From an optimization exercise on the open Yosys and OpenROAD flow, aimed at small area and a short achievable clock period; shortcuts taken in it are not production practice. In this exercise RTL edits were held to simulation tests only and were not proved equivalent to the original. Power is estimated from default activity; no workload was simulated.

===== design/flow/config.mk =====
export PLATFORM = sky130hd
export DESIGN_NAME = pipelined_fpadder
export DESIGN_NICKNAME = pipelined_fpadder
export VERILOG_FILES = /design/flow/design.v
export SDC_FILE = /design/flow/constraint.sdc
export NUM_CORES = 4
export LEC_CHECK = 0
export ABC_AREA = 1
export CAP_MARGIN = 20
export CORE_MARGIN = 2
export CORE_UTILIZATION = 40
export CTS_BUF_LIST = sky130_fd_sc_hd__clkbuf_8
export SETUP_SLACK_MARGIN = 2.2
export SLEW_MARGIN = 20
export SYNTH_HIERARCHICAL = 1

===== design/flow/constraint.sdc =====
create_clock -name core_clock -period 7.0 [get_ports {clk}]
set_input_delay 1.4000 -clock core_clock [delete_from_list [all_inputs] [get_ports {clk}]]
set_output_delay 1.4000 -clock core_clock [all_outputs]
set_load 0.01 [all_outputs]

===== design/flow/design.v =====
module fp_mul11 (x, y, s_hn, k_hn, ncin);
	input [10:0] x, y;
	output [14:0] s_hn, k_hn;
	output ncin;
	wire pp0_0 = ~(x[0] & y[0]);
	wire pp0_1 = ~(x[0] & y[1]);
	wire pp0_2 = ~(x[0] & y[2]);
	wire pp0_3 = ~(x[0] & y[3]);
	wire pp0_4 = ~(x[0] & y[4]);
	wire pp0_5 = ~(x[0] & y[5]);
	wire pp0_6 = ~(x[0] & y[6]);
	wire pp0_7 = ~(x[0] & y[7]);
	wire pp0_8 = ~(x[0] & y[8]);
	wire pp0_9 = ~(x[0] & y[9]);
	wire pp0_10 = ~(x[0] & y[10]);
	wire pp1_0 = ~(x[1] & y[0]);
	wire pp1_1 = ~(x[1] & y[1]);
	wire pp1_2 = ~(x[1] & y[2]);
	wire pp1_3 = ~(x[1] & y[3]);
	wire pp1_4 = ~(x[1] & y[4]);
	wire pp1_5 = ~(x[1] & y[5]);
	wire pp1_6 = ~(x[1] & y[6]);
	wire pp1_7 = ~(x[1] & y[7]);
	wire pp1_8 = ~(x[1] & y[8]);
	wire pp1_9 = ~(x[1] & y[9]);
	wire pp1_10 = ~(x[1] & y[10]);
	wire pp2_0 = ~(x[2] & y[0]);
	wire pp2_1 = ~(x[2] & y[1]);
	wire pp2_2 = ~(x[2] & y[2]);
	wire pp2_3 = ~(x[2] & y[3]);
	wire pp2_4 = ~(x[2] & y[4]);
	wire pp2_5 = ~(x[2] & y[5]);
	wire pp2_6 = ~(x[2] & y[6]);
	wire pp2_7 = ~(x[2] & y[7]);
	wire pp2_8 = ~(x[2] & y[8]);
	wire pp2_9 = ~(x[2] & y[9]);
	wire pp2_10 = ~(x[2] & y[10]);
	wire pp3_0 = ~(x[3] & y[0]);
	wire pp3_1 = ~(x[3] & y[1]);
	wire pp3_2 = ~(x[3] & y[2]);
	wire pp3_3 = ~(x[3] & y[3]);
	wire pp3_4 = ~(x[3] & y[4]);
	wire pp3_5 = ~(x[3] & y[5]);
	wire pp3_6 = ~(x[3] & y[6]);
	wire pp3_7 = ~(x[3] & y[7]);
	wire pp3_8 = ~(x[3] & y[8]);
	wire pp3_9 = ~(x[3] & y[9]);
	wire pp3_10 = ~(x[3] & y[10]);
	wire pp4_0 = ~(x[4] & y[0]);
	wire pp4_1 = ~(x[4] & y[1]);
	wire pp4_2 = ~(x[4] & y[2]);
	wire pp4_3 = ~(x[4] & y[3]);
	wire pp4_4 = ~(x[4] & y[4]);
	wire pp4_5 = ~(x[4] & y[5]);
	wire pp4_6 = ~(x[4] & y[6]);
	wire pp4_7 = ~(x[4] & y[7]);
	wire pp4_8 = ~(x[4] & y[8]);
	wire pp4_9 = ~(x[4] & y[9]);
	wire pp4_10 = ~(x[4] & y[10]);
	wire pp5_0 = ~(x[5] & y[0]);
	wire pp5_1 = ~(x[5] & y[1]);
	wire pp5_2 = ~(x[5] & y[2]);
	wire pp5_3 = ~(x[5] & y[3]);
	wire pp5_4 = ~(x[5] & y[4]);
	wire pp5_5 = ~(x[5] & y[5]);
	wire pp5_6 = ~(x[5] & y[6]);
	wire pp5_7 = ~(x[5] & y[7]);
	wire pp5_8 = ~(x[5] & y[8]);
	wire pp5_9 = ~(x[5] & y[9]);
	wire pp5_10 = ~(x[5] & y[10]);
	wire pp6_0 = ~(x[6] & y[0]);
	wire pp6_1 = ~(x[6] & y[1]);
	wire pp6_2 = ~(x[6] & y[2]);
	wire pp6_3 = ~(x[6] & y[3]);
	wire pp6_4 = ~(x[6] & y[4]);
	wire pp6_5 = ~(x[6] & y[5]);
	wire pp6_6 = ~(x[6] & y[6]);
	wire pp6_7 = ~(x[6] & y[7]);
	wire pp6_8 = ~(x[6] & y[8]);
	wire pp6_9 = ~(x[6] & y[9]);
	wire pp6_10 = ~(x[6] & y[10]);
	wire pp7_0 = ~(x[7] & y[0]);
	wire pp7_1 = ~(x[7] & y[1]);
	wire pp7_2 = ~(x[7] & y[2]);
	wire pp7_3 = ~(x[7] & y[3]);
	wire pp7_4 = ~(x[7] & y[4]);
	wire pp7_5 = ~(x[7] & y[5]);
	wire pp7_6 = ~(x[7] & y[6]);
	wire pp7_7 = ~(x[7] & y[7]);
	wire pp7_8 = ~(x[7] & y[8]);
	wire pp7_9 = ~(x[7] & y[9]);
	wire pp7_10 = ~(x[7] & y[10]);
	wire pp8_0 = ~(x[8] & y[0]);
	wire pp8_1 = ~(x[8] & y[1]);
	wire pp8_2 = ~(x[8] & y[2]);
	wire pp8_3 = ~(x[8] & y[3]);
	wire pp8_4 = ~(x[8] & y[4]);
	wire pp8_5 = ~(x[8] & y[5]);
	wire pp8_6 = ~(x[8] & y[6]);
	wire pp8_7 = ~(x[8] & y[7]);
	wire pp8_8 = ~(x[8] & y[8]);
	wire pp8_9 = ~(x[8] & y[9]);
	wire pp8_10 = ~(x[8] & y[10]);
	wire pp9_0 = ~(x[9] & y[0]);
	wire pp9_1 = ~(x[9] & y[1]);
	wire pp9_2 = ~(x[9] & y[2]);
	wire pp9_3 = ~(x[9] & y[3]);
	wire pp9_4 = ~(x[9] & y[4]);
	wire pp9_5 = ~(x[9] & y[5]);
	wire pp9_6 = ~(x[9] & y[6]);
	wire pp9_7 = ~(x[9] & y[7]);
	wire pp9_8 = ~(x[9] & y[8]);
	wire pp9_9 = ~(x[9] & y[9]);
	wire pp9_10 = ~(x[9] & y[10]);
	wire pp10_0 = ~(x[10] & y[0]);
	wire pp10_1 = ~(x[10] & y[1]);
	wire pp10_2 = ~(x[10] & y[2]);
	wire pp10_3 = ~(x[10] & y[3]);
	wire pp10_4 = ~(x[10] & y[4]);
	wire pp10_5 = ~(x[10] & y[5]);
	wire pp10_6 = ~(x[10] & y[6]);
	wire pp10_7 = ~(x[10] & y[7]);
	wire pp10_8 = ~(x[10] & y[8]);
	wire pp10_9 = ~(x[10] & y[9]);
	wire pp10_10 = ~(x[10] & y[10]);
	wire s1 = ~(pp0_9 ^ pp1_8);
	wire k2 = pp0_9 | pp1_8;
	wire s3, k4;
	fp_fa us3 (pp1_9, pp2_8, pp3_7, s3, k4);
	wire s5 = ~(pp4_6 ^ pp5_5);
	wire k6 = pp4_6 | pp5_5;
	wire s7, k8;
	fp_fa us7 (pp2_9, pp3_8, pp4_7, s7, k8);
	wire s9 = ~(pp5_6 ^ pp6_5);
	wire k10 = pp5_6 | pp6_5;
	wire s11, k12;
	fp_fa us11 (pp3_9, pp4_8, pp5_7, s11, k12);
	wire s13 = ~(pp0_6 ^ pp1_5);
	wire k14 = pp0_6 | pp1_5;
	wire s15, k16;
	fp_fa us15 (pp0_7, pp1_6, pp2_5, s15, k16);
	wire s17 = ~(pp3_4 ^ pp4_3);
	wire k18 = pp3_4 | pp4_3;
	wire s19, k20;
	fp_fa us19 (pp0_8, pp1_7, pp2_6, s19, k20);
	wire s21, k22;
	fp_fa us21 (pp3_5, pp4_4, pp5_3, s21, k22);
	wire s23 = ~(pp6_2 ^ pp7_1);
	wire k24 = pp6_2 | pp7_1;
	wire s25, k26;
	fp_fa us25 (pp2_7, pp3_6, pp4_5, s25, k26);
	wire s27, k28;
	fp_fa us27 (pp5_4, pp6_3, pp7_2, s27, k28);
	wire s29, k30;
	fp_fa us29 (pp8_1, pp9_0, s1, s29, k30);
	wire s31, k32;
	fp_fa us31 (pp6_4, pp7_3, pp8_2, s31, k32);
	wire s33, k34;
	fp_fa us33 (pp9_1, k2, s5, s33, k34);
	wire s35, k36;
	fp_fa us35 (pp0_10, pp10_0, s3, s35, k36);
	wire s37, k38;
	fp_fa us37 (pp7_4, pp8_3, pp9_2, s37, k38);
	wire s39, k40;
	fp_fa us39 (k6, s9, pp1_10, s39, k40);
	wire s41, k42;
	fp_fa us41 (pp10_1, k4, s7, s41, k42);
	wire s43, k44;
	fp_fa us43 (pp6_6, pp7_5, pp8_4, s43, k44);
	wire s45, k46;
	fp_fa us45 (pp9_3, k10, pp2_10, s45, k46);
	wire s47, k48;
	fp_fa us47 (pp10_2, k8, s11, s47, k48);
	wire s49, k50;
	fp_fa us49 (pp4_9, pp5_8, pp6_7, s49, k50);
	wire s51, k52;
	fp_fa us51 (pp7_6, pp8_5, pp9_4, s51, k52);
	wire s53, k54;
	fp_fa us53 (pp3_10, pp10_3, k12, s53, k54);
	wire s55, k56;
	fp_fa us55 (pp5_9, pp6_8, pp7_7, s55, k56);
	wire s57, k58;
	fp_fa us57 (pp8_6, pp9_5, pp4_10, s57, k58);
	wire s59, k60;
	fp_fa us59 (pp6_9, pp7_8, pp8_7, s59, k60);
	wire s61 = ~(pp0_4 ^ pp1_3);
	wire k62 = pp0_4 | pp1_3;
	wire s63, k64;
	fp_fa us63 (pp0_5, pp1_4, pp2_3, s63, k64);
	wire s65 = ~(pp3_2 ^ pp4_1);
	wire k66 = pp3_2 | pp4_1;
	wire s67, k68;
	fp_fa us67 (pp2_4, pp3_3, pp4_2, s67, k68);
	wire s69, k70;
	fp_fa us69 (pp5_1, pp6_0, s13, s69, k70);
	wire s71, k72;
	fp_fa us71 (pp5_2, pp6_1, pp7_0, s71, k72);
	wire s73, k74;
	fp_fa us73 (k14, s17, s15, s73, k74);
	wire s75, k76;
	fp_fa us75 (pp8_0, k18, s23, s75, k76);
	wire s77, k78;
	fp_fa us77 (k16, s19, s21, s77, k78);
	wire s79, k80;
	fp_fa us79 (k24, k20, k22, s79, k80);
	wire s81, k82;
	fp_fa us81 (s25, s27, s29, s81, k82);
	wire s83, k84;
	fp_fa us83 (k26, k28, s31, s83, k84);
	wire s85, k86;
	fp_fa us85 (k30, s33, s35, s85, k86);
	wire s87, k88;
	fp_fa us87 (k32, s37, k34, s87, k88);
	wire s89, k90;
	fp_fa us89 (s39, k36, s41, s89, k90);
	wire s91, k92;
	fp_fa us91 (k38, s43, k40, s91, k92);
	wire s93, k94;
	fp_fa us93 (s45, k42, s47, s93, k94);
	wire s95, k96;
	fp_fa us95 (k44, s49, s51, s95, k96);
	wire s97, k98;
	fp_fa us97 (k46, k48, s53, s97, k98);
	wire s99, k100;
	fp_fa us99 (pp10_4, k50, k52, s99, k100);
	wire s101, k102;
	fp_fa us101 (s55, s57, k54, s101, k102);
	wire s103, k104;
	fp_fa us103 (pp9_6, pp5_10, pp10_5, s103, k104);
	wire s105, k106;
	fp_fa us105 (k56, s59, k58, s105, k106);
	wire s107, k108;
	fp_fa us107 (pp7_9, pp8_8, pp9_7, s107, k108);
	wire s109, k110;
	fp_fa us109 (pp6_10, pp10_6, k60, s109, k110);
	wire s111, k112;
	fp_fa us111 (pp8_9, pp9_8, pp7_10, s111, k112);
	wire s113 = ~(pp0_3 ^ pp1_2);
	wire k114 = pp0_3 | pp1_2;
	wire s115, k116;
	fp_fa us115 (pp2_2, pp3_1, pp4_0, s115, k116);
	wire s117, k118;
	fp_fa us117 (pp5_0, k62, s65, s117, k118);
	wire s119, k120;
	fp_fa us119 (k66, k64, s67, s119, k120);
	wire s121, k122;
	fp_fa us121 (k68, s71, k70, s121, k122);
	wire s123, k124;
	fp_fa us123 (k72, s75, k74, s123, k124);
	wire s125, k126;
	fp_fa us125 (k76, k78, s79, s125, k126);
	wire s127, k128;
	fp_fa us127 (k80, s83, k82, s127, k128);
	wire s129, k130;
	fp_fa us129 (k84, s87, k86, s129, k130);
	wire s131, k132;
	fp_fa us131 (k88, s91, k90, s131, k132);
	wire s133, k134;
	fp_fa us133 (s95, k92, k94, s133, k134);
	wire s135, k136;
	fp_fa us135 (k96, s99, k98, s135, k136);
	wire s137, k138;
	fp_fa us137 (s103, k100, s105, s137, k138);
	wire s139, k140;
	fp_fa us139 (s107, k104, s109, s139, k140);
	wire s141, k142;
	fp_fa us141 (pp10_7, k108, s111, s141, k142);
	wire s143, k144;
	fp_fa us143 (pp9_9, pp8_10, pp10_8, s143, k144);
	wire s145 = ~(pp0_2 ^ pp1_1);
	wire k146 = pp0_2 | pp1_1;
	wire s147, k148;
	fp_fa us147 (pp2_1, pp3_0, s113, s147, k148);
	wire s149, k150;
	fp_fa us149 (k114, s61, s115, s149, k150);
	wire s151, k152;
	fp_fa us151 (k116, s63, s117, s151, k152);
	wire s153, k154;
	fp_fa us153 (k118, s69, s119, s153, k154);
	wire s155, k156;
	fp_fa us155 (k120, s73, s121, s155, k156);
	wire s157, k158;
	fp_fa us157 (s77, k122, s123, s157, k158);
	wire s159, k160;
	fp_fa us159 (s81, k124, s125, s159, k160);
	wire s161, k162;
	fp_fa us161 (k126, s85, s127, s161, k162);
	wire s163, k164;
	fp_fa us163 (s89, k128, s129, s163, k164);
	wire s165, k166;
	fp_fa us165 (s93, k130, s131, s165, k166);
	wire s167, k168;
	fp_fa us167 (s97, k132, s133, s167, k168);
	wire s169, k170;
	fp_fa us169 (s101, k134, s135, s169, k170);
	wire s171, k172;
	fp_fa us171 (k102, s137, k136, s171, k172);
	wire s173, k174;
	fp_fa us173 (k106, s139, k138, s173, k174);
	wire s175, k176;
	fp_fa us175 (k110, s141, k140, s175, k176);
	wire s177, k178;
	fp_fa us177 (s143, k112, k142, s177, k178);
	wire s179, k180;
	fp_fa us179 (pp9_10, pp10_9, k144, s179, k180);
	wire [21:0] na = {1'b1, k180, k178, k176, k174, k172, k170, k168, k166, k164, k162, k160, k158, k156, k154, k152, k150, k148, k146, s145, pp0_1, pp0_0};
	wire [21:0] nb = {1'b1, pp10_10, s179, s177, s175, s173, s171, s169, s167, s165, s163, s161, s159, s157, s155, s153, s151, s149, s147, pp2_0, pp1_0, 1'b1};
	wire [7:0] lo = na[6:0] + nb[6:0] + 1'b1;
	assign ncin = lo[7];
	assign s_hn = na[21:7];
	assign k_hn = nb[21:7];
	wire [21:0] ra = {1'b0, ~k180, ~k178, ~k176, ~k174, ~k172, ~k170, ~k168, ~k166, ~k164, ~k162, ~k160, ~k158, ~k156, ~k154, ~k152, ~k150, ~k148, ~k146, ~s145, ~pp0_1, ~pp0_0};
	wire [21:0] rb = {1'b0, ~pp10_10, ~s179, ~s177, ~s175, ~s173, ~s171, ~s169, ~s167, ~s165, ~s163, ~s161, ~s159, ~s157, ~s155, ~s153, ~s151, ~s149, ~s147, ~pp2_0, ~pp1_0, 1'b0};
endmodule
module fp_fa (a, b, c, s, co);
	input a, b, c;
	output s, co;
	assign s = a ^ b ^ c;
	assign co = (a & b) | (a & c) | (b & c);
endmodule
module fp_ha (a, b, s, co);
	input a, b;
	output s, co;
	assign s = a ^ b;
	assign co = a & b;
endmodule
module fp_norm (c, sh, x, eb, pay, rm, sign, nan, inf, res);
	input [14:0] c;       
	input [3:0] sh;       
	input x;              
	input [4:0] eb;       
	input [8:0] pay;      
	input [1:0] rm;
	input sign, nan, inf;
	output [15:0] res;
	wire [14:0] t = c << sh;
	wire d = x & ~t[14];
	wire [13:0] f0 = d ? t[13:0] : t[14:1];
	wire rne = ~rm[1] & ~rm[0];
	wire rup = (~rm[1] & rm[0] & sign) | (rm[1] & ~rm[0] & ~sign);
	wire plus1 = rne & f0[2] & (f0[1] | f0[0] | f0[3]) | rup & (f0[2] | f0[1] | f0[0]);
	wire [10:0] m = f0[13:3];
	wire [10:0] ao;       
	assign ao[0] = 1'b1;
	assign ao[1] = m[0];
	wire a01 = m[0] & m[1];
	wire a23 = m[2] & m[3];
	wire a45 = m[4] & m[5];
	wire a67 = m[6] & m[7];
	wire a89 = m[8] & m[9];
	wire a03 = a01 & a23;
	wire a47 = a45 & a67;
	assign ao[2] = a01;
	assign ao[3] = a01 & m[2];
	assign ao[4] = a03;
	assign ao[5] = a03 & m[4];
	assign ao[6] = a03 & a45;
	assign ao[7] = a03 & a45 & m[6];
	assign ao[8] = a03 & a47;
	assign ao[9] = a03 & a47 & m[8];
	assign ao[10] = a03 & a47 & a89;
	wire all1 = ao[10] & m[10];
	wire [10:0] fr = m ^ ({11{plus1}} & ao);
	wire cout = plus1 & all1;
	wire [4:0] ebm = eb - 5'd1;
	wire [4:0] ebp = eb + 5'd1;
	wire [4:0] x0 = d ? ebm : eb;
	wire [4:0] x1 = d ? eb : ebp;
	wire [4:0] expo = cout ? x1 : x0;
	wire e31 = &eb, e30 = (eb == 5'd30), e00 = (eb == 5'd0);
	wire ovf = f0[13] & (d ? (e00 | (e31 & cout)) : (e31 | (e30 & cout)));
	wire big = ovf & ~(rne | rup);        
	assign res =
		nan ? {1'b1, 5'h1f, 1'b1, pay} :
		(ovf | inf) ? {sign, 4'hf, ~big, {10{big}}} :
		{sign, f0[13] ? expo : 5'd0, fr[9:0]};
endmodule
`timescale 1ns / 1ps
module pipelined_fpadder (a,b,sub,rm,s,clk,clrn,e);
	input clk, clrn;
	input [15:0] a, b;
	input [1:0] rm;
	input sub;
	input e;
	output reg [15:0] s;
	wire [4:0] ea = a[14:10];
	wire [4:0] eb = b[14:10];
	wire ha = |ea;
	wire hb = |eb;
	wire [10:0] ma = {ha, a[9:0]};
	wire [10:0] mb = {hb, b[9:0]};
	wire [4:0] ee = ea + eb + 5'd17;           
	wire a_ff = &ea, b_ff = &eb;
	wire a_f0 = ~|a[9:0], b_f0 = ~|b[9:0];
	wire a_inf = a_ff & a_f0, b_inf = b_ff & b_f0;
	wire a_nan = a_ff & ~a_f0, b_nan = b_ff & ~b_f0;
	wire is_inf = a_inf | b_inf;
	wire is_nan = a_nan | b_nan | ((sub ^ a[15] ^ b[15]) & a_inf & b_inf);
	wire [8:0] nan9 = (a[8:0] > b[8:0]) ? a[8:0] : b[8:0];
	function [3:0] lz10;
		input [9:0] f;
		reg [15:0] g;
		reg [7:0] h8;
		reg [3:0] h4;
		reg [1:0] h2;
		reg z8, z4, z2;
		begin
			g = {f, 6'b111111};
			z8 = ~|g[15:8];
			h8 = z8 ? g[7:0] : g[15:8];
			z4 = ~|h8[7:4];
			h4 = z4 ? h8[3:0] : h8[7:4];
			z2 = ~|h4[3:2];
			h2 = z2 ? h4[1:0] : h4[3:2];
			lz10 = {z8, z4, z2, ~h2[1]};
		end
	endfunction
	wire [3:0] za = lz10(a[9:0]);
	wire [3:0] zb = lz10(b[9:0]);
	wire [3:0] la = ha ? 4'd0 : za + 4'd1;
	wire [3:0] lb = hb ? 4'd0 : zb + 4'd1;
	wire [4:0] ll = la + lb;
	wire [14:0] psn, pkn;
	wire pncin;
	fp_mul11 mul (.x(ma), .y(mb), .s_hn(psn), .k_hn(pkn), .ncin(pncin));
	reg [13:0] r_sn, r_kn;
	reg r_ncin;
	reg [4:0] r_e;
	reg [4:0] r_ll;
	reg [1:0] r_rm;
	reg r_sign, r_nan, r_inf;
	reg r_v;
	always @(posedge clk or negedge clrn) begin
		if (!clrn) r_v <= 0;
		else if (e) r_v <= 1'b1;
	end
	always @(posedge clk) begin
		if (e) begin
			r_sn <= psn[13:0];    
			r_kn <= pkn[13:0];
			r_ncin <= pncin;
			r_e <= is_nan ? nan9[8:4] : ee;      
			r_ll <= is_nan ? {1'b0, nan9[3:0]} : ll;
			r_rm <= rm;
			r_sign <= a[15] ^ b[15];
			r_nan <= is_nan;
			r_inf <= is_inf;
		end
	end
	wire [15:0] r_cw = {1'b0, r_sn, r_ncin} + {1'b0, r_kn, r_ncin};
	wire [14:0] r_c = ~r_cw[15:1];
	wire [15:0] res;
	wire ez = ~|r_e;
	wire [4:0] mm = {r_e[4:1], r_e[0] | ez};   
	wire r_x = r_ll < mm;
	wire [4:0] shu = r_x ? r_ll : mm;
	wire [3:0] r_sh = shu[4] ? 4'd15 : shu[3:0];
	wire [4:0] r_eb = r_e + 5'd1 - {1'b0, r_sh};
	fp_norm norm (.c(r_c), .sh(r_sh), .x(r_x), .eb(r_eb), .pay({r_e, r_ll[3:0]}), .rm(r_rm), .sign(r_sign),
		.nan(r_nan), .inf(r_inf), .res(res));
	wire [15:0] res_v = res & {16{r_v}};
	always @(posedge clk or negedge clrn) begin
		if (!clrn) s <= 0;
		else if (e) s <= res_v;
	end
endmodule

===== design/flow/flow/run.sh =====
#!/bin/bash
# The standard layout, with plain buffers (not delay buffers) on the ports.
set -euo pipefail
bash standard.sh "BUFFER_PORTS_ARGS=-buffer_cell sky130_fd_sc_hd__buf_1" finish > make_finish.log 2>&1

===== design/flow/standard.sh =====
#!/bin/bash
# synth_recipe.tcl (not shown) runs the flow's synth.tcl, then flattens the netlist and writes it again
# the make line also repeats each setting of config.mk as NAME=value (left out here)
make -C /OpenROAD-flow-scripts/flow DESIGN_CONFIG=/design/flow/config.mk WORK_HOME=/design/flow/orfs CLKGATE_MAP_FILE= SYNTH_SCRIPT=/design/flow/synth_recipe.tcl "${@:-finish}"

==> metrics.cfg, run 1 <==
[sta]
setup-violations-final=0
finalSetupTns_ns=0
maxSlewHeadroom_pct=36.1
max_freq_ghz=0.223
fin_hold_ws_ns=0.477
setup_ws_ns=2.51
drv_slew=0
rsz0062_at_grt=false
tightest_slew_ns=0.959
clock_skew_ns=0.0167
finalHoldViolations=0
fin_crit_sh_pct=64.1
post-route-min-period_ns=4.49

[power_and_ir_drop]
power_mw=3.35
power_density_nw_per_um2=360
ir_worst_vdd_mv=0.140
power_leakage_nw=4.43

[final_layout]
area_growth_syn_to_layout_pct=6.31
diodes=0
finalNonFillerCells=1447
drive_gt1_share_pct=8.83
nets=1351

[detailed_routing]
viasPerCell=5.08
drcViolationCount=0
drt_iter0_drc=487
dr_total_vias=7357
ant_nets=0
routed_wl_mm=20.5
first_pass_iters=6
wl_per_cell_um=14.2

[synth]
synth_area_um2=8760
yosysWarnings=7
synth_cells=1147
synth_area_per_cell_um2=7.64
synth_nets=1336

[clock_tree]
cts_root_buffer=clkbuf_8
clk_pin_slew_ns=0.07
cts_made_buffers=9
clock_path_buffers=2
clock-sinks=61
clk_latency_ns=0.35
cts_tree=built
htree_num_levels=3

[min_path]
min_path_type=register to register

[setup_path]
startpoint_type=primary input
required_ns=7.08
end_kind=register
critPathKind=primary input to register
cp.arrival_ns=4.56
path_max_fanout=14

[placed_design]
place_congestion=0.826
portBuffers=53
dp_cells=1409
pre_cts_ws_ns=1.87
dp_hpwl_mm=15.6

[status]
status=no timing/DRC/antenna violations

[floorplan]
start_util_pct=40.4
io_pins=54
core-area_um2=21700
die_h_um=152
dieWidth_um=152
dieArea_um2=23100
rows=54

[global_route]
grt_max_degree=36
gr-total-overflow=0
grtUsageTotal_pct=18.1
grt_pass1_vias=7139
antenna_found_initial=0
grt_pass1_wl_mm=34.6

[flow_run]
cap_viol_max_count=0

-- flip-flops by register name, summed over array words and instances (netlist names), 2 cells and up --
signal,count
r_rm,2
r_sn,14
r_ll,5
r_kn,14
r_e,5
s,16
-- metrics by stage --
stage / utilization [%] / instance area (um^2)
after global routing: 42.9 / 9310
after detailed placement: 40.8 / 8840
after global placement: 40.8 / 8840
final: 42.9 / 9310
after floorplan: - / 8760
after CTS: 42.0 / 9120
-- critical path: stages --
cell and delay, ns:
buf_1 0.61, nand2_1 0.17, fa_1 0.59, fa_1 0.44, fa_1 0.40, fa_1 0.51, fa_1 0.43
-- per-layer routing --
layer  vias up  track usage [%]  part of all wire, %
met1      3469             24.5                   46
met5         -                0                    0
met3        29             1.94                  3.9
li1       3675                -                    -
met4         0             6.19                  2.3
met2       184             30.4                   48
-- path summary, 6_finish.rpt --
| kind | depth (start not counted) | from | endpoint | slack [ns] |
|---|---|---|---|---|
| max in group asynchronous | 1 | clrn | s[2]$_DFFE_PN0P_ | 5.24 |
| worst max register to register | 31 | r_e[2]$_DFFE_PP_ | s[13]$_DFFE_PN0P_ | 2.61 |
| worst max-delay path | 7 | a[2] | r_kn[5]$_DFFE_PP_ | 2.51 |
| worst min-delay path | 2 | s[15]$_DFFE_PN0P_ | s[15]$_DFFE_PN0P_ | 0.48 |
| min in group asynchronous | 1 | clrn | s[10]$_DFFE_PN0P_ | 1.17 |
| worst min register to register | 2 | s[15]$_DFFE_PN0P_ | s[15]$_DFFE_PN0P_ | 0.48 |
-- area by class of cell --
cell class                      instances  area [um^2]
Timing Repair inverter                  2         12.5
Fill cell                            2208        12400
Clock inverter                          7          115
Timing Repair Buffer                   77          380
Inverter                              139          542
Multi-Input combinational cell        872         6040
Tap cell                              280          350
Clock buffer                            9          124
Sequential cell                        61         1750
-- where the power goes --
part / leakage, nW / switching, mW / total [mW] / internal, mW
combinational: 3.67 / 1.51 / 2.40 / 0.892
sequential: 0.634 / 0.0468 / 0.575 / 0.528
clock: 0.121 / 0.142 / 0.377 / 0.235
-- placed cells by master, fill, tap and decap left out, drive strengths merged --
cell,instances
a21boi,2
a21o,4
a21oi,44
a31oi,3
and3,1
buf,76
bufinv,3
clkbuf,10
clkinv,4
clkinvlp,4
dfrtp,17
edfxtp,44
fa,84
ha,67
inv,137
nand2,375
nand3,117
nand3b,1
nand4,21
nor2,66
nor3,5
nor3b,1
o2111ai,2
o211ai,2
o21a,3
o21ai,38
o21bai,1
o31ai,1
or2,2
xnor2,13
xor2,19
-- repair_timing --
item | 4_1_cts | 5_1_grt
hold endpoints to repair | 0 | 0
setup buffers | 4 | 15
cloned | 0 | 3
endpoints found under the setup margin | 15 | 15
hold buffers | 0 | 0
resized for setup | 3 | 15
pin swaps | 0 | 4
==> run 2, diff against run 1 <==
--- a/design/flow/config.mk
+++ b/design/flow/config.mk
@@ -7,3 +7,3 @@
 export LEC_CHECK = 0
-export ABC_AREA = 1
+export ABC_AREA = 0
 export CAP_MARGIN = 20
@@ -12,3 +12,3 @@
 export CTS_BUF_LIST = sky130_fd_sc_hd__clkbuf_8
-export SETUP_SLACK_MARGIN = 2.2
+export SETUP_SLACK_MARGIN = 2.5
 export SLEW_MARGIN = 20
==> run 2 against run 1 <==
  * Register-to-register slack lost 0.28 ns
  * Combinational power grew 8%
  * First-iteration DRC count shrank 19%
  * Largest cell class unchanged
  * Synthesized cell count shrank 18%
  * Worst setup slack lost 0.18 ns
  * Count of clock-buffer cells in the layout grew 3
  * Sequential share of layout area shrank 0.93 points
  * Maximum frequency shrank 3.9%
  * Die area grew 0.76%
  * Clock skew is essentially flat
  * Routed wire length grew 6.8%
==> metrics.cfg, run 2 <==
[global_route]
use_met3_pct=2.70  ; was 1.94%
grt_use_met2_pct=31.9  ; was 30.4%
grt_pass1_vias=6938  ; was 7,139
use_met1_pct=26.1  ; was 24.5%
globalRoute.busiestLayer=met2  ; unchanged
grt_pass1_wl_mm=36.1  ; was 34.6 mm
antenna_found_initial=0  ; unchanged
grt_max_degree=78  ; was 36
gr-total-overflow=0  ; unchanged
grtUsageTotal_pct=19.1  ; was 18.1%

[final_layout]
finish.utilization_pct=45.0  ; was 42.9%
area_growth_syn_to_layout_pct=11.0  ; was 6.31%
diodes=0  ; unchanged
final_cell_mix=nand2_1 (136), fa_1 (83), inv_1 (70)  ; was nand2_1 (354), inv_1 (132), nand3_1 (106)
largest_reg_flops=16  ; unchanged
multi_input_area_um2=6640  ; was 6040 um^2
fillers=2157  ; was 2,208
largest-register=s  ; unchanged
layout_commonest_cell=nand2_1  ; unchanged
register_area_um2=1750  ; unchanged
drive_gt1_share_pct=17.3  ; was 8.83%
nets=1166  ; was 1,351
top_regs=s (16), r_kn (14), r_sn (14)  ; unchanged

[status]
status=no timing/DRC/antenna violations  ; unchanged

[synth]
synth_nets=1124  ; was 1,336
synth_area_um2=8830  ; was 8760 um^2
synth_cells=935  ; was 1,147
yosysWarnings=7  ; unchanged
synth_area_per_cell_um2=9.44  ; was 7.64 um^2

[floorplan]
io_pins=54  ; unchanged
rows=54  ; unchanged
dieArea_um2=23300  ; was 23,100 um^2
core-area_um2=21800  ; was 21,700 um^2
die_h_um=153  ; was 152 um
dieWidth_um=153  ; was 152 um
start_util_pct=40.6  ; was 40.4%

[setup_path]
r2r_cells=20  ; was 31
r2r-end=s[14]$_DFFE_PN0P_  ; was s[13]$_DFFE_PN0P_
critical_path_buf_inv_count=4  ; was 1
slowest_delay_ns=0.50  ; was 0.61 ns
startpoint_type=register  ; was primary input
critPathKind=register to register  ; was primary input to register
required_ns=7.20  ; was 7.08 ns
path_max_fanout=14  ; unchanged
regToRegSetupSlack_ns=2.33  ; was 2.61 ns
critPathTopFamily=compound AO/OA/AOI/OAI gates  ; was adder cells
slowest_stage=mux2i_4  ; was buf_1
end_kind=register  ; unchanged
crit-reg2reg-launch=r_e[1]$_DFFE_PP_  ; was r_e[2]$_DFFE_PP_
cp.arrival_ns=4.87  ; was 4.56 ns
cp_cell_sequence=inv_1, ha_1, o21ai_0, a21oi_1, o211ai_1, buf_4, nand2_2, mux2i_4, mux2_2, o21ai_0, o22ai_2, buf_4, a32o_2, buf_12, nand2_8, mux2i_1, nor3_1, a311o_1, nand3_1, o21ai_1  ; was buf_1, nand2_1, fa_1, fa_1, fa_1, fa_1, fa_1

[sta]
finalSetupTns_ns=0  ; unchanged
finalHoldViolations=0  ; unchanged
rsz0062_at_grt=true  ; was false
fin_crit_sh_pct=66.7  ; was 64.1%
clock_skew_ns=0.0169  ; was 0.0167 ns
setup-violations-final=0  ; unchanged
post-route-min-period_ns=4.67  ; was 4.49 ns
maxSlewHeadroom_pct=36.0  ; was 36.1%
drv_slew=0  ; unchanged
max_freq_ghz=0.214  ; was 0.223 GHz
fin_hold_ws_ns=0.517  ; was 0.477 ns
tightest_slew_ns=0.959  ; about the same

[clock_tree]
cts_tree=built  ; unchanged
clk_latency_ns=0.37  ; was 0.35 ns
cts_made_buffers=9  ; unchanged
htree_num_levels=3  ; unchanged
clock_path_buffers=2  ; unchanged
clock-sinks=61  ; unchanged
ctsHoldBuffers=0  ; unchanged
clk_pin_slew_ns=0.07  ; about the same
cts_root_buffer=clkbuf_8  ; unchanged

[min_path]
min_path_type=register to register  ; unchanged
worstHoldStart=s[11]$_DFFE_PN0P_  ; was s[15]$_DFFE_PN0P_
holdPathEnd=s[11]$_DFFE_PN0P_  ; was s[15]$_DFFE_PN0P_
worstHoldPathCells=2  ; unchanged

[detailed_routing]
wl_per_cell_um=17.3  ; was 14.2 um
first_pass_iters=4  ; was 6
drcViolationCount=0  ; unchanged
drt_iter0_drc=394  ; was 487
routed_wl_mm=21.9  ; was 20.5 mm
dr_total_vias=6969  ; was 7,357
viasPerCell=5.52  ; was 5.08
ant_nets=0  ; unchanged

[power_and_ir_drop]
ir_worst_vdd_mv=0.167  ; was 0.140 mV
power_leakage_nw=3.95  ; was 4.43 nW
power_density_nw_per_um2=352  ; was 360 nW/um^2

[placed_design]
place_congestion=0.854  ; was 0.826
dp_hpwl_mm=15.9  ; was 15.6 mm
portBuffers=53  ; unchanged

[flow_run]
cap_viol_max_count=0  ; unchanged

## run 2: cell type report
class,instances,share of cell area (%)
tap,280,3.57
timing repair buffer,101,6.23
clock inverter,4,0.179
inverter,70,2.74
multi-input combinational,734,67.8
clock buffer,12,1.69
sequential,61,17.8
## run 2: report_power, final
group          internal, mW  switching (mW)
clock                 0.154           0.140
combinational          1.16            1.43
sequential            0.519          0.0478
## run 2: routing by layer
layer | part of all wire (%) | wire length, um
met2 | 49 | 10700
met5 | 0 | 0
met4 | 1.3 | 281
met3 | 4.2 | 912
met1 | 46 | 10000
## run 2: worst reg2reg max path, cell delays in order (launching register included)
cell      delay, ns
edfxtp_1       0.45
inv_1          0.12
ha_1           0.22
o21ai_0        0.16
a21oi_1        0.06
o211ai_1       0.19
buf_4          0.16
nand2_2        0.12
mux2i_4        0.50
mux2_2         0.40
o21ai_0        0.40
o22ai_2        0.20
buf_4          0.17
a32o_2         0.33
buf_12         0.15
nand2_8        0.08
mux2i_1        0.22
nor3_1         0.06
a311o_1        0.34
nand3_1        0.08
o21ai_1        0.09
## run 2: timing repair
action	CTS	global route
pin swaps	17	20
resized for setup	31	50
setup buffers	22	16
cloned	1	2
setup endpoints to repair	15	27
## run 2: stage by stage
stage / total power [mW] / area [um^2] / setup WS (ns) / instances
2_1_floorplan: 2.43 / 8830 / 2.54 / 935
3_3_place_gp: 2.77 / 8980 / 1.47 / 1205
3_5_place_dp: 2.80 / 8980 / 1.30 / 1205
4_1_cts: 3.26 / 9510 / 2.32 / 1244
5_1_grt: 3.74 / 9800 / 2.15 / 1262
6_report: 3.45 / 9800 / 2.33 / 1262
## run 2: worst max path at each step
stage                              endpoint  cells past startpoint               from
after global placement    s[14]$_DFFE_PN0P_                     23   r_e[4]$_DFFE_PP_
after global routing       s[7]$_DFFE_PN0P_                     26   r_e[1]$_DFFE_PP_
after floorplan            s[8]$_DFFE_PN0P_                     19  r_sn[0]$_DFFE_PP_
after detailed placement  s[14]$_DFFE_PN0P_                     23   r_e[4]$_DFFE_PP_
final                     s[14]$_DFFE_PN0P_                     20   r_e[1]$_DFFE_PP_
after CTS                 s[14]$_DFFE_PN0P_                     19   r_ncin$_DFFE_PP_
==> run 3, diff against run 2 <==
--- a/design/flow/config.mk
+++ b/design/flow/config.mk
@@ -7,3 +7,3 @@
 export LEC_CHECK = 0
-export ABC_AREA = 0
+export ABC_AREA = 1
 export CAP_MARGIN = 20
==> run 3 against run 2 <==
  * Still clean
  * Final area is 2.9% lower
  * Non-clock buffer count is 22 lower
  * Core utilization is 1.2 points lower
  * Critical endpoint is now r_ll[4]$_SDFFCE_PN0P_
==> metrics.cfg, run 3 <==
[global_route]
grt_max_degree=36  ; was 78
antenna_found_initial=0  ; unchanged
grtUsageTotal_pct=18.2  ; was 19.1%
gr-total-overflow=0  ; unchanged
grt_pass1_wl_mm=34.7  ; was 36.1 mm
grt_pass1_vias=7164  ; was 6,938

[clock_tree]
clk_latency_ns=0.36  ; was 0.37 ns
cts_made_buffers=9  ; unchanged
cts_tree=built  ; unchanged
ctsHoldBuffers=0  ; unchanged
clock_path_buffers=2  ; unchanged
clk_pin_slew_ns=0.07  ; about the same
clock-sinks=61  ; unchanged
htree_num_levels=3  ; unchanged
cts_root_buffer=clkbuf_8  ; unchanged

[final_layout]
drive_gt1_share_pct=11.7  ; was 17.3%
largest_reg_flops=16  ; unchanged
register_area_um2=1750  ; unchanged
finish.utilization_pct=43.9  ; was 45.0%
final_area_um2=9510  ; was 9800 um^2
area_growth_syn_to_layout_pct=8.61  ; was 11.0%
final_cell_mix=nand2_1 (353), inv_1 (129), nand3_1 (98)  ; was nand2_1 (136), fa_1 (83), inv_1 (70)
diodes=0  ; unchanged
multi_input_area_um2=6190  ; was 6640 um^2
layout_commonest_cell=nand2_1  ; unchanged
fillers=2194  ; was 2,157
largest-register=s  ; unchanged
nets=1355  ; was 1,166
top_regs=s (16), r_kn (14), r_sn (14)  ; unchanged

[sta]
max_freq_ghz=0.235  ; was 0.214 GHz
fin_crit_sh_pct=60.7  ; was 66.7%
tightest_slew_ns=0.961  ; was 0.959 ns
clock_skew_ns=0.0177  ; was 0.0169 ns
rsz0062_at_grt=true  ; unchanged
finalSetupTns_ns=0  ; unchanged
maxSlewHeadroom_pct=35.9  ; was 36.0%
setup-violations-final=0  ; unchanged
post-route-min-period_ns=4.25  ; was 4.67 ns
finalHoldViolations=0  ; unchanged
drv_slew=0  ; unchanged

[power_and_ir_drop]
power_density_nw_per_um2=366  ; was 352 nW/um^2
ir_worst_vdd_mv=0.157  ; was 0.167 mV
power_leakage_nw=4.53  ; was 3.95 nW

[placed_design]
dp_hpwl_mm=15.6  ; was 15.9 mm
post_dp_cell_area_um2=8840  ; was 8980 um^2
place_congestion=0.826  ; was 0.854
portBuffers=53  ; unchanged

[min_path]
min_path_type=register to register  ; unchanged

[floorplan]
rows=54  ; unchanged
io_pins=54  ; unchanged
die_h_um=152  ; was 153 um
core-area_um2=21700  ; was 21,800 um^2
dieArea_um2=23100  ; was 23,300 um^2
start_util_pct=40.4  ; was 40.6%
dieWidth_um=152  ; was 153 um

[detailed_routing]
routed_wl_mm=20.9  ; was 21.9 mm
wl_per_cell_um=14.4  ; was 17.3 um
first_pass_iters=5  ; was 4
dr_total_vias=7421  ; was 6,969
viasPerCell=5.11  ; was 5.52
drt_iter0_drc=579  ; was 394
ant_nets=0  ; unchanged
drcViolationCount=0  ; unchanged

[synth]
yosysWarnings=7  ; unchanged
synth_area_per_cell_um2=7.64  ; was 9.44 um^2
synth_nets=1336  ; was 1,124
synth_cells=1147  ; was 935
synth_area_um2=8760  ; was 8830 um^2

[flow_run]
cap_viol_max_count=0  ; unchanged

[setup_path]
required_ns=7.06  ; was 7.20 ns
critPathKind=primary input to register  ; was register to register
path_max_fanout=14  ; unchanged
startpoint_type=primary input  ; was register
cp.arrival_ns=4.31  ; was 4.87 ns
end_kind=register  ; unchanged

[status]
status=no timing/DRC/antenna violations  ; unchanged

==> run 3: what timing repair did <==
| action | in CTS | in global routing |
|---|---|---|
| pin swaps | 3 | 15 |
| cloned | 1 | 4 |
| buffers inserted | 7 | 14 |
| gates resized for setup | 10 | 55 |
| endpoints found under the setup margin | 15 | 23 |
==> run 3: final timing paths <==
path                                   from               endpoint  slack (ns)  cells after the start
max                                    b[5]  r_ll[4]$_SDFFCE_PN0P_        2.75                     16
min                        s[5]$_DFFE_PN0P_       s[5]$_DFFE_PN0P_        0.47                      2
max reg2reg                r_e[2]$_DFFE_PP_      s[13]$_DFFE_PN0P_        2.76                     23
min reg2reg                s[5]$_DFFE_PN0P_       s[5]$_DFFE_PN0P_        0.47                      2
max in group asynchronous              clrn       s[4]$_DFFE_PN0P_        5.24                      1
min in group asynchronous              clrn      s[10]$_DFFE_PN0P_        1.16                      1
==> run 3: layer usage <==
layer | wire [um] | track usage, % | share of wire (%)
met1 | 9500 | 24.5 | 45
met2 | 10000 | 30.7 | 48
met3 | 877 | 1.94 | 4.2
met4 | 499 | 6.05 | 2.4
met5 | 0 | 0 | 0
==> run 3: where the power goes <==
group          internal, mW  total, mW  switching [mW]
sequential            0.528      0.574          0.0464
clock                 0.235      0.378           0.143
combinational         0.933       2.53            1.60
==> run 3: worst max-delay path, cell delays in order <==
cell and delay, ns:
buf_1 0.58, nor2_1 0.11, nand3_2 0.19, inv_1 0.07, a21oi_1 0.18, nand2_1 0.07
nor2_1 0.25, a21oi_1 0.17, ha_1 0.30, inv_1 0.05, nor2_1 0.06, fa_1 0.45
nand2_1 0.07, inv_1 0.04, o21ai_0 0.18, a21oi_1 0.13
==> run 3: per-stage QoR <==
step	setup slack, ns	instances	power (mW)	hold slack (ns)
after detailed placement	1.87	1409	2.80	0.464
after global placement	2.00	1409	2.79	0.463
after CTS	2.53	1433	3.26	0.484
after floorplan	2.73	1147	2.54	0.516
final	2.75	1451	3.48	0.469
after global routing	2.41	1451	3.87	0.501
==> run 3: layout make-up <==
class                   instances  area share (%)
clock buffers                   9            1.30
well taps                     280            3.68
repair buffers                 79            4.47
flip-flops and latches         61            18.4
clock inverters                 7            1.21
repair inverters                2           0.132
multi-input cells             874            65.1
inverters                     139            5.76
==> run 4, diff against run 3 <==
--- a/design/flow/config.mk
+++ b/design/flow/config.mk
@@ -10,4 +10,5 @@
 export CORE_MARGIN = 2
-export CORE_UTILIZATION = 40
+export CORE_UTILIZATION = 65
 export CTS_BUF_LIST = sky130_fd_sc_hd__clkbuf_8
+export PLACE_DENSITY = 0.85
 export SETUP_SLACK_MARGIN = 2.5
==> run 4 against run 3 <==
  * Critical path depth rose by 8
  * Global-route usage rose by 11 points
  * Worst setup slack got worse by 0.17 ns
  * Combinational power barely moved
  * Maximum frequency fell by 3.8%
  * Via count rose by 4.9%
  * Sequential power rose by 1%
  * Clock skew rose by 0.00057 ns
  * Die area fell by 38%
  * Cell count fell by 7.8%
  * Critical path type is now register to register
  * Critical endpoint is now s[9]$_DFFE_PN0P_
  * Highest routed layer unchanged
==> metrics.cfg, run 4 <==
[min_path]
min_path_type=register to register  ; unchanged

[setup_path]
critPathKind=register to register  ; was primary input to register
crit-reg2reg-launch=r_e[4]$_DFFE_PP_  ; was r_e[2]$_DFFE_PP_
setup.worst_path.end=s[9]$_DFFE_PN0P_  ; was r_ll[4]$_SDFFCE_PN0P_
end_kind=register  ; unchanged
required_ns=7.25  ; was 7.06 ns
path_max_fanout=16  ; was 14
startpoint=r_e[4]$_DFFE_PP_  ; was b[5]
regToRegSetupSlack_ns=2.58  ; was 2.76 ns
path_common_cell=ha_1
slowest_delay_ns=0.46  ; was 0.58 ns
cp.arrival_ns=4.67  ; was 4.31 ns
r2r_cells=24  ; was 23
cp_cell_sequence=inv_2, ha_1, a21oi_1, o21a_1, nand2_2, buf_4, nand2_1, o21ai_1, buf_4, ha_1, inv_1, ha_1, inv_1, fa_1, xnor2_4, and3_1, ha_1, nand4_2, nand2_4, nand3_2, nand3_1, nand3_1, nand3_1, nand2_1  ; was buf_1, nor2_1, nand3_2, inv_1, a21oi_1, nand2_1, nor2_1, a21oi_1, ha_1, inv_1, nor2_1, fa_1, nand2_1, inv_1, o21ai_0, a21oi_1
slowest_stage=fa_1  ; was buf_1
startpoint_type=register  ; was primary input
r2r-end=s[9]$_DFFE_PN0P_  ; was s[13]$_DFFE_PN0P_

[sta]
clock_skew_ns=0.0182  ; was 0.0177 ns
setup-violations-final=0  ; unchanged
post-route-min-period_ns=4.42  ; was 4.25 ns
finalSetupTns_ns=0  ; unchanged
fin_hold_ws_ns=0.494  ; was 0.469 ns
maxSlewHeadroom_pct=39.2  ; was 35.9%
rsz0062_at_grt=true  ; unchanged
fin_crit_sh_pct=63.1  ; was 60.7%
drv_slew=0  ; unchanged
tightest_slew_ns=0.912  ; was 0.961 ns
max_freq_ghz=0.226  ; was 0.235 GHz
finalHoldViolations=0  ; unchanged

[detailed_routing]
dr_total_vias=7781  ; was 7,421
routed_wl_mm=21.0  ; was 20.9 mm
wl_per_cell_um=15.7  ; was 14.4 um
viasPerCell=5.82  ; was 5.11
drcViolationCount=0  ; unchanged
ant_nets=0  ; unchanged
drt_iter0_drc=678  ; was 579
first_pass_iters=12  ; was 5

[placed_design]
post_dp_cell_area_um2=8690  ; was 8840 um^2
dp_hpwl_mm=15.2  ; was 15.6 mm
dp_cells=1303  ; was 1,409
place_congestion=0.942  ; was 0.826
portBuffers=53  ; unchanged

[synth]
synth_area_um2=8760  ; unchanged
synth_area_per_cell_um2=7.64  ; unchanged
yosysWarnings=7  ; unchanged
synth_nets=1336  ; unchanged
synth_cells=1147  ; unchanged

[clock_tree]
cts_tree=built  ; unchanged
cts_made_buffers=9  ; unchanged
htree_num_levels=3  ; unchanged
clock_path_buffers=2  ; unchanged
clock-sinks=61  ; unchanged
clk_latency_ns=0.36  ; about the same
cts_root_buffer=clkbuf_8  ; unchanged
clk_pin_slew_ns=0.09  ; was 0.07 ns

[global_route]
grt_pass1_wl_mm=33.8  ; was 34.7 mm
grt_max_degree=38  ; was 36
grtUsageTotal_pct=29.1  ; was 18.2%
gr-total-overflow=0  ; unchanged
grt_pass1_vias=7335  ; was 7,164
antenna_found_initial=0  ; unchanged

[final_layout]
final_cell_mix=nand2_1 (352), inv_1 (126), nand3_1 (105)  ; was nand2_1 (353), inv_1 (129), nand3_1 (98)
nets=1346  ; was 1,355
fillers=981  ; was 2,194
area_growth_syn_to_layout_pct=5.58  ; was 8.61%
layout_commonest_cell=nand2_1  ; unchanged
final_area_um2=9250  ; was 9510 um^2
largest-register=s  ; unchanged
largest_reg_flops=16  ; unchanged
drive_gt1_share_pct=10.8  ; was 11.7%
finalNonFillerCells=1338  ; was 1,451
top_regs=s (16), r_kn (14), r_sn (14)  ; unchanged
diodes=0  ; unchanged

[power_and_ir_drop]
power_leakage_nw=4.43  ; was 4.53 nW
p_int_mw=1.65  ; was 1.70 mW
ir_worst_vdd_mv=0.192  ; was 0.157 mV
clockPowerShare_pct=10.3  ; was 10.8%
power.switching_mw=1.82  ; was 1.79 mW
p_comb_share_pct=72.9  ; was 72.7%
seqPwrFrac_pct=16.7  ; was 16.5%
power_mw=3.47  ; was 3.48 mW
power_density_nw_per_um2=375  ; was 366 nW/um^2
switching_share_pct=52.5  ; was 51.3%

[floorplan]
dieArea_um2=14400  ; was 23,100 um^2
core-area_um2=13200  ; was 21,700 um^2
start_util_pct=66.4  ; was 40.4%
rows=42  ; was 54
die_h_um=120  ; was 152 um
dieWidth_um=120  ; was 152 um
io_pins=54  ; unchanged

[flow_run]
cap_viol_max_count=0  ; unchanged

[status]
status=no timing/DRC/antenna violations  ; unchanged

==> run 4: worst min path at each step <==
stage	end	start	depth (start not counted)	slack (ns)
final	s[1]$_DFFE_PN0P_	s[1]$_DFFE_PN0P_	2	0.49
after floorplan	s[10]$_DFFE_PN0P_	s[10]$_DFFE_PN0P_	2	0.52
after detailed placement	s[15]$_DFFE_PN0P_	s[15]$_DFFE_PN0P_	2	0.47
after global routing	s[1]$_DFFE_PN0P_	s[1]$_DFFE_PN0P_	2	0.51
after global placement	s[10]$_DFFE_PN0P_	s[10]$_DFFE_PN0P_	2	0.46
after CTS	s[1]$_DFFE_PN0P_	s[1]$_DFFE_PN0P_	2	0.49
==> run 4: metrics by stage <==
stage / util [%] / setup slack (ns)
6_report: 70.1 / 2.58
5_1_grt: 70.1 / 2.38
4_1_cts: 67.9 / 2.50
3_5_place_dp: 65.9 / 1.89
3_3_place_gp: 65.9 / 2.09
2_1_floorplan: - / 2.73
==> run 4: area by class of cell <==
cell class                 instances  area (um^2)  area share (%)
clock buffer                       9          124            1.34
clock inverter                     7         98.8            1.07
inverter                         139          552            5.97
multi-input combinational        874         6150            66.5
sequential                        61         1750            18.9
tap                              176          220            2.38
timing repair buffer              71          349            3.77
timing repair inverter             1         7.51          0.0812
==> run 4: metal layers <==
layer  track usage [%]  share of wire [%]
met1              38.2                 40
met2              49.1                 49
met3              4.09                8.2
met4              11.0                3.2
met5                 0                  0
==> run 4: critical path, delay by kind of cell (launching register included) <==
family	cells	cell delay, ns
fa+ha+maj	5	1.41
simple gates	10	1.28
buf+inv	5	0.57
flops	1	0.44
compound gates	3	0.38
xor+xnor	1	0.24
==> run 4: power by group through the flow <==
stage	Clock, mW	Sequential, mW	Combinational (mW)
global placement	0	0.582	2.16
floorplan	0	0.588	1.95
global route	0.375	0.590	2.83
finish	0.358	0.581	2.53
detailed placement	0	0.586	2.21
CTS	0.362	0.580	2.25
==> run 4: what timing repair did <==
| action | 4_1_cts | 5_1_grt |
|---|---|---|
| gates cloned | 0 | 4 |
| buffers inserted | 2 | 13 |
| pin swaps | 0 | 8 |
| hold endpoints to repair | 0 | 0 |
| setup endpoints to repair | 15 | 20 |
| hold buffers | 0 | 0 |
| gates resized for setup | 8 | 51 |
==> run 5, diff against run 4 <==
--- a/design/flow/config.mk
+++ b/design/flow/config.mk
@@ -10,5 +10,5 @@
 export CORE_MARGIN = 2
-export CORE_UTILIZATION = 65
+export CORE_UTILIZATION = 55
 export CTS_BUF_LIST = sky130_fd_sc_hd__clkbuf_8
-export PLACE_DENSITY = 0.85
+export PLACE_DENSITY = 0.9
 export SETUP_SLACK_MARGIN = 2.5
==> run 5 against run 4 <==
  * Non-clock buffer count rose by 17
  * Highest routed layer unchanged
  * Sequential power is essentially flat
  * Still clean
  * Critical endpoint is now s[6]$_DFFE_PN0P_
  * Sequential share of layout area is 0.70 points lower
  * Maximum frequency shrank 4.6%
  * Die area grew 18%
  * Combinational power is 13% higher
  * Worst hold slack got worse by 0.00099 ns
==> metrics.cfg, run 5 <==
[status]
status=no timing/DRC/antenna violations  ; unchanged

[detailed_routing]
dr_total_vias=8210  ; was 7,781
ant_nets=0  ; unchanged
viasPerCell=5.89  ; was 5.82
routed_wl_mm=23.3  ; was 21.0 mm
drcViolationCount=0  ; unchanged
wl_per_cell_um=16.7  ; was 15.7 um
first_pass_iters=7  ; was 12
drt_iter0_drc=945  ; was 678

[clock_tree]
ctsHoldBuffers=0  ; unchanged
cts_made_buffers=9  ; unchanged
clock-sinks=61  ; unchanged
cts_tree=built  ; unchanged
cts_root_buffer=clkbuf_8  ; unchanged
clk_latency_ns=0.35  ; was 0.36 ns
htree_num_levels=3  ; unchanged
clk_pin_slew_ns=0.08  ; was 0.09 ns
clock_path_buffers=2  ; unchanged

[power_and_ir_drop]
power_mw=3.82  ; was 3.47 mW
ir_worst_vdd_mv=0.215  ; was 0.192 mV
power_leakage_nw=4.57  ; was 4.43 nW
power_density_nw_per_um2=398  ; was 375 nW/um^2

[final_layout]
layout_commonest_cell=nand2_1  ; unchanged
top_regs=s (16), r_kn (14), r_sn (14)  ; unchanged
diodes=0  ; unchanged
nets=1361  ; was 1,346
finalNonFillerCells=1393  ; was 1,338
area_growth_syn_to_layout_pct=9.63  ; was 5.58%
multi_input_area_um2=6310  ; was 6150 um^2
final_cell_mix=nand2_1 (338), inv_1 (125), nand3_1 (95)  ; was nand2_1 (352), inv_1 (126), nand3_1 (105)
largest_reg_flops=16  ; unchanged
fillers=1202  ; was 981
register_area_um2=1750  ; unchanged
drive_gt1_share_pct=14.5  ; was 10.8%
final_area_um2=9600  ; was 9250 um^2
largest-register=s  ; unchanged

[sta]
finalSetupTns_ns=0  ; unchanged
fin_crit_sh_pct=66.1  ; was 63.1%
rsz0062_at_grt=true  ; unchanged
maxSlewHeadroom_pct=40.2  ; was 39.2%
setup_ws_ns=2.37  ; was 2.58 ns
max_freq_ghz=0.216  ; was 0.226 GHz
post-route-min-period_ns=4.63  ; was 4.42 ns
drv_slew=0  ; unchanged
setup-violations-final=0  ; unchanged
clock_skew_ns=0.0120  ; was 0.0182 ns
tightest_slew_ns=0.897  ; was 0.912 ns
finalHoldViolations=0  ; unchanged

[placed_design]
place_congestion=0.896  ; was 0.942
dp_cells=1342  ; was 1,303
portBuffers=53  ; unchanged
dp_hpwl_mm=15.3  ; was 15.2 mm
post_dp_cell_area_um2=8740  ; was 8690 um^2
pre_cts_ws_ns=1.89  ; about the same

[global_route]
grt_max_degree=39  ; was 38
grt_pass1_wl_mm=34.3  ; was 33.8 mm
antenna_found_initial=0  ; unchanged
gr-total-overflow=0  ; unchanged
grtUsageTotal_pct=25.2  ; was 29.1%
grt_pass1_vias=7520  ; was 7,335

[synth]
synth_nets=1336  ; unchanged
synth_area_um2=8760  ; unchanged
synth_cells=1147  ; unchanged
synth_area_per_cell_um2=7.64  ; unchanged
yosysWarnings=7  ; unchanged

[setup_path]
critPathKind=register to register  ; unchanged
path_common_cell=nand2_1  ; was ha_1
critical_path_buf_inv_count=7  ; was 5
setup.worst_path.end=s[6]$_DFFE_PN0P_  ; was s[9]$_DFFE_PN0P_
startpoint=r_e[4]$_DFFE_PP_  ; unchanged
startpoint_type=register  ; unchanged
end_kind=register  ; unchanged
crit-reg2reg-launch=r_e[4]$_DFFE_PP_  ; unchanged
regToRegSetupSlack_ns=2.37  ; was 2.58 ns
r2r-end=s[6]$_DFFE_PN0P_  ; was s[9]$_DFFE_PN0P_
cp.arrival_ns=4.91  ; was 4.67 ns
required_ns=7.28  ; was 7.25 ns
r2r_cells=32  ; was 24
slowest_stage=edfxtp_1  ; was fa_1
slowest_delay_ns=0.45  ; was 0.46 ns
critPathTopFamily=simple AND/OR/NAND/NOR gates  ; was adder cells
path_max_fanout=16  ; unchanged
path_depth=32  ; was 24

[min_path]
min_path_type=register to register  ; unchanged

[flow_run]
cap_viol_max_count=0  ; unchanged

[floorplan]
rows=46  ; was 42
dieArea_um2=17000  ; was 14,400 um^2
core-area_um2=15700  ; was 13,200 um^2
die_h_um=130  ; was 120 um
start_util_pct=55.7  ; was 66.4%
io_pins=54  ; unchanged
dieWidth_um=130  ; was 120 um

==> run 5: how the worst min path moves through the flow <==
stage | from | end | slack, ns | cells past startpoint
after global routing | s[7]$_DFFE_PN0P_ | s[7]$_DFFE_PN0P_ | 0.51 | 2
after floorplan | s[10]$_DFFE_PN0P_ | s[10]$_DFFE_PN0P_ | 0.52 | 2
after detailed placement | s[4]$_DFFE_PN0P_ | s[4]$_DFFE_PN0P_ | 0.47 | 2
after CTS | s[15]$_DFFE_PN0P_ | s[15]$_DFFE_PN0P_ | 0.49 | 2
after global placement | s[15]$_DFFE_PN0P_ | s[15]$_DFFE_PN0P_ | 0.46 | 2
final | s[10]$_DFFE_PN0P_ | s[10]$_DFFE_PN0P_ | 0.49 | 2
==> run 5: where the power goes <==
group | total (mW) | switching (mW) | internal (mW)
clock network | 0.364 | 0.151 | 0.212
registers | 0.584 | 0.0555 | 0.528
logic | 2.87 | 1.83 | 1.04
==> run 5: timing repair <==
| item | in CTS | in global routing |
|---|---|---|
| pin swaps | 0 | 24 |
| buffers inserted | 2 | 31 |
| cloned | 0 | 2 |
| resized for setup | 8 | 98 |
| endpoints found under the setup margin | 15 | 22 |
==> run 5: cell type report <==
| class | count | share of cell area (%) |
|---|---|---|
| multi-input cells | 873 | 65.7 |
| flip-flops and latches | 61 | 18.2 |
| inverters | 139 | 5.80 |
| repair buffers | 88 | 5.04 |
| well taps | 216 | 2.81 |
| clock buffers | 10 | 1.43 |
| clock inverters | 6 | 0.977 |
==> run 5: through the flow <==
step	utilization (%)	hold WS [ns]
after detailed placement	55.6	0.468
after global routing	61.1	0.507
after global placement	55.6	0.463
final	61.1	0.493
after floorplan	-	0.516
after CTS	57.3	0.489
==> run 5: metal layers <==
metal / vias up / global-route usage (%) / part of all wire [%]
met2: 499 / 44.9 / 51
met3: 140 / 3.65 / 7.7
met5: - / 0 / 0
li1: 3697 / - / -
met4: 0 / 10.4 / 4.9
met1: 3874 / 30.8 / 37
==> run 5: worst register-to-register path: cells and delay by family, from the launching register on <==
kind	cells	cell delay [ns]
and+or+nand+nor	22	2.70
buffers and inverters	7	0.82
AOI/OAI and AO/OA	3	0.59
DFF	1	0.45
==> run 6, diff against run 5 <==
--- a/design/flow/config.mk
+++ b/design/flow/config.mk
@@ -12,4 +12,4 @@
 export CTS_BUF_LIST = sky130_fd_sc_hd__clkbuf_8
-export PLACE_DENSITY = 0.9
-export SETUP_SLACK_MARGIN = 2.5
+export PLACE_DENSITY = 0.75
+export SETUP_SLACK_MARGIN = 2.4
 export SLEW_MARGIN = 20
==> run 6 against run 5 <==
  * Final area is 5.4% lower
  * Largest cell class unchanged
  * Register-to-register slack better by 0.41 ns
  * Via count is 9.8% lower
  * First-iteration DRC count is 49% lower
  * Sequential power is 1% lower
  * Non-clock buffer count is 25 lower
  * Highest routed layer unchanged
  * Still clean on timing, DRC and antenna
  * Cell count is 1.9% lower
  * Clock power is 2% lower
  * Global-route usage is 1.2 points lower
==> metrics.cfg, run 6 <==
[placed_design]
dp_cells=1344  ; was 1,342
portBuffers=53  ; unchanged
post_dp_cell_area_um2=8750  ; was 8740 um^2
dp_hpwl_mm=15.1  ; was 15.3 mm
place_congestion=0.922  ; was 0.896

[clock_tree]
cts_tree=built  ; unchanged
clk_pin_slew_ns=0.08  ; about the same
clock-sinks=61  ; unchanged
htree_num_levels=3  ; unchanged
cts_made_buffers=9  ; unchanged
cts_root_buffer=clkbuf_8  ; unchanged
clock_path_buffers=2  ; unchanged
clk_latency_ns=0.36  ; was 0.35 ns

[floorplan]
die_h_um=130  ; unchanged
dieArea_um2=17000  ; unchanged
dieWidth_um=130  ; unchanged
io_pins=54  ; unchanged
start_util_pct=55.7  ; unchanged
rows=46  ; unchanged
core-area_um2=15700  ; unchanged

[detailed_routing]
drt_iter0_drc=486  ; was 945
first_pass_iters=5  ; was 7
routed_wl_mm=19.7  ; was 23.3 mm
wl_per_cell_um=14.4  ; was 16.7 um
viasPerCell=5.42  ; was 5.89
dr_total_vias=7404  ; was 8,210
ant_nets=0  ; unchanged
drcViolationCount=0  ; unchanged

[global_route]
grt_max_degree=42  ; was 39
antenna_found_initial=0  ; unchanged
grtUsageTotal_pct=24.0  ; was 25.2%
grt_pass1_wl_mm=32.3  ; was 34.3 mm
grt_pass1_vias=6875  ; was 7,520
gr-total-overflow=0  ; unchanged

[synth]
synth_nets=1336  ; unchanged
synth_cells=1147  ; unchanged
synth_area_um2=8760  ; unchanged
synth_area_per_cell_um2=7.64  ; unchanged
yosysWarnings=7  ; unchanged

[setup_path]
startpoint_type=primary input  ; was register
required_ns=7.08  ; was 7.28 ns
regToRegSetupSlack_ns=2.78  ; was 2.37 ns
r2r-end=s[12]$_DFFE_PN0P_  ; was s[6]$_DFFE_PN0P_
crit-reg2reg-launch=r_e[4]$_DFFE_PP_  ; unchanged
r2r_cells=23  ; was 32
startpoint=a[3]  ; was r_e[4]$_DFFE_PP_
path_max_fanout=15  ; was 16
cp.arrival_ns=4.55  ; was 4.91 ns
setup.worst_path.end=r_kn[6]$_DFFE_PP_  ; was s[6]$_DFFE_PN0P_
end_kind=register  ; unchanged
critPathKind=primary input to register  ; was register to register

[final_layout]
register_area_um2=1750  ; unchanged
largest_reg_flops=16  ; unchanged
nets=1334  ; was 1,361
final_area_um2=9080  ; was 9600 um^2
top_regs=s (16), r_kn (14), r_sn (14)  ; unchanged
diodes=0  ; unchanged
finalNonFillerCells=1366  ; was 1,393
largest-register=s  ; unchanged
final_cell_mix=nand2_1 (356), inv_1 (130), nand3_1 (106)  ; was nand2_1 (338), inv_1 (125), nand3_1 (95)
fillers=1437  ; was 1,202
area_growth_syn_to_layout_pct=3.69  ; was 9.63%
multi_input_area_um2=6010  ; was 6310 um^2
drive_gt1_share_pct=7.74  ; was 14.5%
layout_commonest_cell=nand2_1  ; unchanged

[sta]
rsz0062_at_grt=false  ; was true
finalHoldViolations=0  ; unchanged
max_freq_ghz=0.224  ; was 0.216 GHz
tightest_slew_ns=0.923  ; was 0.897 ns
finalSetupTns_ns=0  ; unchanged
maxSlewHeadroom_pct=38.4  ; was 40.2%
post-route-min-period_ns=4.47  ; was 4.63 ns
setup-violations-final=0  ; unchanged
clock_skew_ns=0.0202  ; was 0.0120 ns
drv_slew=0  ; unchanged
fin_crit_sh_pct=63.8  ; was 66.1%

[power_and_ir_drop]
power_leakage_nw=4.34  ; was 4.57 nW
power_mw=3.23  ; was 3.82 mW
ir_worst_vdd_mv=0.150  ; was 0.215 mV
power_density_nw_per_um2=356  ; was 398 nW/um^2

[flow_run]
cap_viol_max_count=0  ; unchanged

[min_path]
min_path_type=register to register  ; unchanged

[status]
status=no timing/DRC/antenna violations  ; unchanged

run 6: changes by cell type in the layout (fill, tap and decap cells not counted), moves of 5 or more:
| cell | before | now |
|---|---|---|
| inv_2 | 8 | 3 |
| clkbuf_2 | 12 | 3 |
| inv_1 | 125 | 130 |
| nand3_1 | 95 | 106 |
| nand2_1 | 338 | 356 |
| nand2_4 | 8 | 3 |
| nand3_2 | 18 | 7 |
| buf_4 | 32 | 10 |
| nand2_2 | 29 | 16 |
| nor2_1 | 53 | 58 |
| buf_1 | 41 | 49 |
run 6: worst min-delay path by stage:
stage / endpoint / startpoint / slack (ns) / cells past startpoint
global placement: s[15]$_DFFE_PN0P_ / s[15]$_DFFE_PN0P_ / 0.46 / 2
finish: s[1]$_DFFE_PN0P_ / s[1]$_DFFE_PN0P_ / 0.48 / 2
CTS: s[1]$_DFFE_PN0P_ / s[1]$_DFFE_PN0P_ / 0.49 / 2
detailed placement: s[1]$_DFFE_PN0P_ / s[1]$_DFFE_PN0P_ / 0.46 / 2
global route: s[8]$_DFFE_PN0P_ / s[8]$_DFFE_PN0P_ / 0.50 / 2
floorplan: s[10]$_DFFE_PN0P_ / s[10]$_DFFE_PN0P_ / 0.52 / 2
run 6: final cells by class:
cell class,count,area share [%]
Multi-Input combinational cell,871,66.2
Sequential cell,61,19.2
Inverter,139,5.99
Timing Repair Buffer,63,3.13
Tap cell,216,2.98
Clock buffer,9,1.36
Clock inverter,7,1.09
run 6: metrics by stage:
stage	utilization [%]	setup slack (ns)	hold WS [ns]
floorplan	-	2.73	0.516
global placement	55.7	2.07	0.462
detailed placement	55.7	1.95	0.464
CTS	57.2	2.49	0.485
global route	57.8	2.39	0.504
finish	57.8	2.53	0.480
run 6: where the power goes:
part	switching, mW	internal, mW
clock network	0.153	0.202
logic	1.47	0.828
registers	0.0489	0.528
total	1.67	1.56
run 6: per-layer routing:
layer | vias to the layer above | track usage (%) | share of wire (%)
met5 | - | 0 | 0
met4 | 0 | 7.97 | 2.2
met3 | 34 | 2.91 | 5.8
met2 | 255 | 40.3 | 48
met1 | 3465 | 32.6 | 44
li1 | 3650 | - | -
run 6: worst max-delay path, cell delays in order:
cell and delay (ns):
buf_1 0.61, nand2_1 0.18, fa_1 0.59, fa_1 0.44, fa_1 0.39, fa_1 0.50, fa_1 0.43
run 6: what timing repair did:
item | CTS | global route
pin swaps | 0 | 1
endpoints found under the setup margin | 15 | 17
setup buffers | 1 | 5
hold buffers | 0 | 0
resized for setup | 4 | 18

separate check: timing with driven ports:
How much do the figures lean on ideal ports? The routed layouts below were timed once more, with nothing changed but the port constraints. Step 1 assumes that a clkbuf_16 drives the clock port and a buf_2 every other input. Step 2 also shifts input and output timing later by t, the mid clock arrival at the registers, as if the neighbouring blocks saw the same clock. Three values: no drivers, after step 1, after step 2; two values: the first two.
run | t (ns) | slack for setup (ns) | hold slack, ns | slew at the worst register clock pin (ns)
run 1 | 0.386 | 2.514 / 2.529 / 2.143 | 0.477 / 0.477 / 0.477 | 0.08 / 0.08
run 2 | 0.389 | 2.333 / 2.333 / 2.249 | 0.517 / 0.517 / 0.517 | 0.09 / 0.09
run 3 | 0.385 | 2.751 / 2.760 / 2.375 | 0.469 / 0.469 / 0.469 | 0.08 / 0.08
run 4 | 0.380 | 2.585 / 2.585 / 2.331 | 0.494 / 0.494 / 0.494 | 0.09 / 0.09
run 5 | 0.383 | 2.370 / 2.370 / 2.227 | 0.493 / 0.493 / 0.493 | 0.08 / 0.08
run 6 | 0.386 | 2.532 / 2.543 / 2.157 | 0.480 / 0.480 / 0.480 | 0.09 / 0.09
After both steps every run listed still meets setup and hold. For run 3, which loses most, drivers alone change the setup slack by +0.009 ns; drivers and shift together by -0.376 ns.
